Background: an optimization exercise with open tools, aiming at small area, a short achievable clock period and few clock cycles per item. Do not read the settings as production practice.
In this exercise RTL edits were held to simulation tests only and were not proved equivalent to the original.

==> flow/design.v, too long to show whole: its modules and the start of the top module <==
// module f32_mult: 152 lines
// module f32_mult_mul24: 1242 lines
// module f32_mult_fa: 7 lines
module f32_mult (
  input logic clk, rst_n,
  input logic [31:0] a, b,
  input logic start,
  output logic done,
  output logic [31:0] p
);
  // ...
==> flow/flow/run.sh <==
#!/bin/bash
# The standard layout, with the input/output port buffers made from plain
# buf cells (buffer_ports otherwise picks a slow delay cell for them).
set -euo pipefail
bash standard.sh "BUFFER_PORTS_ARGS=-buffer_cell sky130_fd_sc_hd__buf_4" finish > standard_flow.log 2>&1
==> flow/standard.sh <==
#!/bin/bash
# synth_recipe.tcl (not shown) runs the flow's synth.tcl, then flattens the netlist and writes it again
# the make line also repeats each setting of config.mk as NAME=value (left out here)
make -C /OpenROAD-flow-scripts/flow DESIGN_CONFIG=/design/flow/config.mk WORK_HOME=/design/flow/orfs CLKGATE_MAP_FILE= SYNTH_SCRIPT=/design/flow/synth_recipe.tcl "${@:-finish}"
==> flow/config.mk <==
export PLATFORM = sky130hd
export DESIGN_NAME = f32_mult
export DESIGN_NICKNAME = f32_mult
export VERILOG_FILES = /design/flow/design.v
export SDC_FILE = /design/flow/constraint.sdc
export NUM_CORES = 4
export LEC_CHECK = 0
export ABC_AREA = 1
export CAP_MARGIN = 20
export CORE_MARGIN = 2
export CORE_UTILIZATION = 40
export PLACE_DENSITY = 0.75
export SETUP_SLACK_MARGIN = 1.5
export SLEW_MARGIN = 20
export SYNTH_HIERARCHICAL = 1
export SYNTH_MINIMUM_KEEP_SIZE = 0
==> flow/constraint.sdc <==
create_clock -name core_clock -period 12.0 [get_ports {clk}]
set_input_delay 2.4000 -clock core_clock [delete_from_list [all_inputs] [get_ports {clk}]]
set_output_delay 2.4000 -clock core_clock [all_outputs]
set_load 0.01 [all_outputs]
==> summary.txt, run 1 <==
Outcome
  – Status: complete, no violations

Synthesis
  – Synth Cell Area: 21,300 µm²
  – Number of enable flip-flop cells after synthesis: 0
  – Simple-gate share of the synthesized area: 0.262
  – Leading area contributor after synthesis: fa_1

Drt
  – Met2 wire len: 32,800 µm
  – TritonRoute pass-1 iters: 7
  – Initial DRC Count: 3,214

Layout
  – Max reg flops: 32
  – Final Non-Filler Cells: 3,841
  – Largest Register: p
  – Register Area: 666 µm²
  – Seq/total area: 0.0280

STA
  – Crit path time final: 10.24 ns
  – Final worst slack: 1.76 ns
  – Final setup TNS: 0 ns
  – Fin crit share: 0.853
  – F_max: 0.0977 GHz

Die
  – Die area: 55,100 µm²
  – Row Count: 84
  – TAP cells: 688

CTS
  – CTS root buf: clkbuf_16
  – Clk slew on worst S/H paths: 0.06 ns
  – Resize count post-CTS: 22

Place
  – Post-DP HPWL: 60,900 µm

GRT
  – Total track usage: 0.274
  – First-pass GRT wire length: 120,000 µm

Min path
  – HP Class: input port to async pin
Testbench counts, summed over its fixed seeds: cycles 12,000, ops 12,000.
==> inputs of run 2 (changes only) <==
--- a/flow/config.mk
+++ b/flow/config.mk
@@ -6,11 +6,11 @@
 export NUM_CORES = 4
 export LEC_CHECK = 0
 export ABC_AREA = 1
-export CAP_MARGIN = 20
+export CAP_MARGIN = 8
 export CORE_MARGIN = 2
 export CORE_UTILIZATION = 40
 export PLACE_DENSITY = 0.75
 export SETUP_SLACK_MARGIN = 1.5
-export SLEW_MARGIN = 20
+export SLEW_MARGIN = 8
 export SYNTH_HIERARCHICAL = 1
 export SYNTH_MINIMUM_KEEP_SIZE = 0
==> run 2 against run 1 <==
Fmax decreased by 0.38%. Cell area is essentially flat. Largest cell class unchanged. Hold slack hardly changed. Non-clock buffer count increased by 3. Die area is the same. Synthesized cell count unchanged. Critical path depth unchanged. Clock-buffer cell count stayed put. Wire length rose by 0.32%. Via count is essentially flat.
==> summary.txt, run 2 <==
Outcome
  – Status: complete, no violations (unchanged)

GRT
  – Initial antenna violation count: 0 (unchanged)
  – First-pass GRT wire length: 120,000 µm (unchanged)
  – GR Util met3: 0.0691 (unchanged)
  – Met2 Usage GRT: 0.401 (unchanged)
  – Total track usage: 0.274 (unchanged)
  – Vias in the first global route: 21,000 (unchanged)
  – GR met1 Demand/Resource: 0.372 (unchanged)
  – Busiest grt layer: met2 (unchanged)
  – Gr ovfl total: 0 (unchanged)
  – Pin count of the biggest net entering global routing: 45 (unchanged)

Layout
  – Fin util: 0.451 (about the same)
  – Area delta synth->final: 11.5% (was 11.4%)
  – Commonest non-fill, non-tap cell in the layout: nand2_1 (unchanged)
  – Final Net Count: 3,611 (was 3,608)
  – Max reg flops: 32 (unchanged)
  – Largest regs: p (32), done (1) (unchanged)
  – Fraction of layout cells with a size suffix above 1: 0.132 (was 0.130)
  – Design Area, Final: 23,800 µm² (was 23,700 µm²)
  – Ant. Diodes: 0 (unchanged)
  – Leading cell types in the layout, fill and taps excluded: nand2_1 (744), inv_1 (331), xor2_1 (288) (was nand2_1 (745), inv_1 (331), xor2_1 (288))
  – Final Non-Filler Cells: 3,844 (was 3,841)
  – FILL cells: 5,237 (was 5,230)
  – Largest Register: p (unchanged)

Synthesis
  – Yosys top cell area share: 0.250 (unchanged)
  – Post-synth top cells: nand2_1 (752), inv_1 (348), xor2_1 (292), o22ai_1 (278), fa_1 (266) (unchanged)
  – Number of enable flip-flop cells after synthesis: 0 (unchanged)
  – Leading area contributor after synthesis: fa_1 (unchanged)
  – FF+latch count, synth: 33 (unchanged)
  – Cells after Synth: 3,107 (unchanged)
  – Synth area leaders: fa_1 (25%), nand2_1 (13%), xor2_1 (12%) (unchanged)
  – Count leader, synth: nand2_1 (unchanged)
  – Synth Cell Area: 21,300 µm² (unchanged)
  – Ys Warns: 8 (unchanged)
  – Syn nets: 3,563 (unchanged)
  – Ys async rst share: 0.0303 (unchanged)
  – Top_reg_cell synth: dfxtp_1 (unchanged)
  – Synth cell types: 59 (unchanged)
  – Register area share after synthesis: 0.0312 (unchanged)
  – Syn Area/Cell: 6.86 µm² (unchanged)

Critical path
  – CP max stage delay: 0.53 ns (about the same)
  – Setup crit end kind: register (unchanged)
  – Critical path launch point type: input port (unchanged)
  – Worst path most repeated cell: nand2_2 (unchanged)
  – Arrival time at the worst endpoint: 10.45 ns (was 10.42 ns)
  – Delay-heaviest family, CP: adder cells (unchanged)
  – Worst Path Class, Setup: input port to register (unchanged)
  – Crit-path slowest cell: fa_1 (unchanged)
  – Crit path max fanout: 23 (was 15)
  – Worst Path Buf+Inv: 6 (was 7)
  – Critical path data required time: 12.18 ns (about the same)

STA
  – Crit path time final: 10.28 ns (was 10.24 ns)
  – Fin crit share: 0.856 (was 0.853)
  – Count of pins over their slew limit: 0 (unchanged)
  – Final Setup Violations: 0 (unchanged)
  – Hold Fails Final Rpt: 0 (unchanged)
  – Worst-margin pin slew: 1.20 ns (was 1.13 ns)
  – RSZ-0062 raised after global routing: false (unchanged)
  – F_max: 0.0973 GHz (was 0.0977 GHz)
  – Hold WS: 1.87 ns (about the same)
  – Final setup TNS: 0 ns (unchanged)
  – Worst slew margin: 0.201 (was 0.247)

CTS
  – CTS root buf: clkbuf_16 (unchanged)
  – Sink Count: 33 (unchanged)
  – Num CTS Buffers: 5 (unchanged)
  – Clock buffer depth: 2 (unchanged)
  – Htree depth: 2 (unchanged)
  – Clk slew on worst S/H paths: 0.06 ns (about the same)
  – CTS tree: built (unchanged)

Place
  – Port buffer count: 99 (unchanged)
  – Placed cell area: 22,600 µm² (unchanged)
  – Post-DP HPWL: 60,900 µm (unchanged)
  – Placer Congestion: 1.01 (unchanged)
  – Inst Count DP: 3,781 (unchanged)

Drt
  – Post-route ant nets: 0 (unchanged)
  – Routed WL per cell: 21.0 µm (was 20.9 µm)
  – TritonRoute pass-1 iters: 8 (was 7)
  – Drt total wl: 80,600 µm (was 80,400 µm)
  – DR vias/cell: 5.95 (was 5.96)
  – # DRC: 0 (unchanged)
  – Via count: 22,900 (about the same)
  – Initial DRC Count: 2,981 (was 3,214)

Die
  – Chip height: 235 µm (unchanged)
  – Die Wd: 235 µm (unchanged)
  – Ports: 100 (unchanged)
  – Initial Utilization: 0.405 (unchanged)
  – Die area: 55,100 µm² (unchanged)
  – Core area: 52,700 µm² (unchanged)
  – Row Count: 84 (unchanged)

Run
  – MaxCap Viol Count: 0 (unchanged)

Min path
  – HP Class: input port to async pin (unchanged)
## run 2: Yosys stat by module (local to each module, per instance)
| module | flops+latches | copies in the design |
|---|---|---|
| f32_mult_mul24 | 0 | 1 |
| f32_mult | 33 | 1 |
| f32_mult_fa | 0 | 257 |
## run 2: stage by stage
stage / setup slack [ns]
final: 1.72
after detailed placement: 0.709
after floorplan: 2.25
after global routing: 1.36
after CTS: 1.50
after global placement: 0.874
## run 2: metal layers
| layer | up-vias | part of all wire |
|---|---|---|
| met2 | 1722 | 0.41 |
| met5 | - | 0 |
| met4 | 0 | 0.069 |
| met3 | 355 | 0.14 |
| li1 | 10200 | - |
| met1 | 10600 | 0.38 |
## run 2: cell families (layout without fill, tap and decap cells)
logic type	after synthesis	in the layout	synth area share
adders and majority gates	389	389	0.322
buffers and inverters	561	607	0.108
AOI/OAI and AO/OA	527	528	0.146
and+or+nand+nor	1281	1283	0.262
DFF	33	33	0.0312
xor gates and xnor gates	316	316	0.130
## run 2: path summary, 6_finish.rpt
kind | startpoint | endpoint | slack [ns] | cells past startpoint
min in group core_clock | start | done | 2.21 | 1
hold / removal | rst_n | done | 1.87 | 1
max in group asynchronous | rst_n | done | 10.05 | 1
setup / recovery | b[9] | p[14] | 1.72 | 43
## run 2: area by class of cell
class,count,area (µm²),share of cell area
Multi-Input combinational cell,2516,18700,0.789
Tap cell,688,861,0.0362
Inverter,376,1460,0.0616
Sequential cell,33,666,0.0280
Clock inverter,3,46.3,0.00195
Clock buffer,5,125,0.00527
Timing Repair Buffer,221,1850,0.0779
Timing Repair inverter,2,10.0,0.000421
## run 2: timing repair
action | in CTS | in global routing
buffers inserted | 13 | 37
setup endpoints to repair | 31 | 31
resized for setup | 22 | 96
hold buffers | 0 | 0
cloned | 1 | 4
pin swaps | 4 | 31
endpoints found under the hold margin | 0 | 0

==> what the ideal ports hide <==
No port has a modelled driver above. Below, the same layouts with a new extraction and two added sets of constraints.
Step 1 assumes that a clkbuf_16 drives the clock port and a buf_2 every other input.
Step 2 adds t to the input delays and takes it off the output delays; t is the mean of the earliest and latest rising clock arrival at the registers after step 1. Input paths then give back, and output paths get back, about the clock's delay inside the block.
a / b / c = no drivers / after step 1 / after step 2; a / b = the first two.
run | shift t [ns] | setup slack, ns | worst slew at a driven data input, ns
run 1 | 0.329 | 1.761 / 1.763 / 1.435 | 0.08
run 2 | 0.331 | 1.723 / 1.715 / 1.384 | 0.09
After both steps setup and hold are still met in every run listed. The setup slack of run 2, which loses most, moves by -0.008 ns with the drivers and by -0.339 ns with both steps.
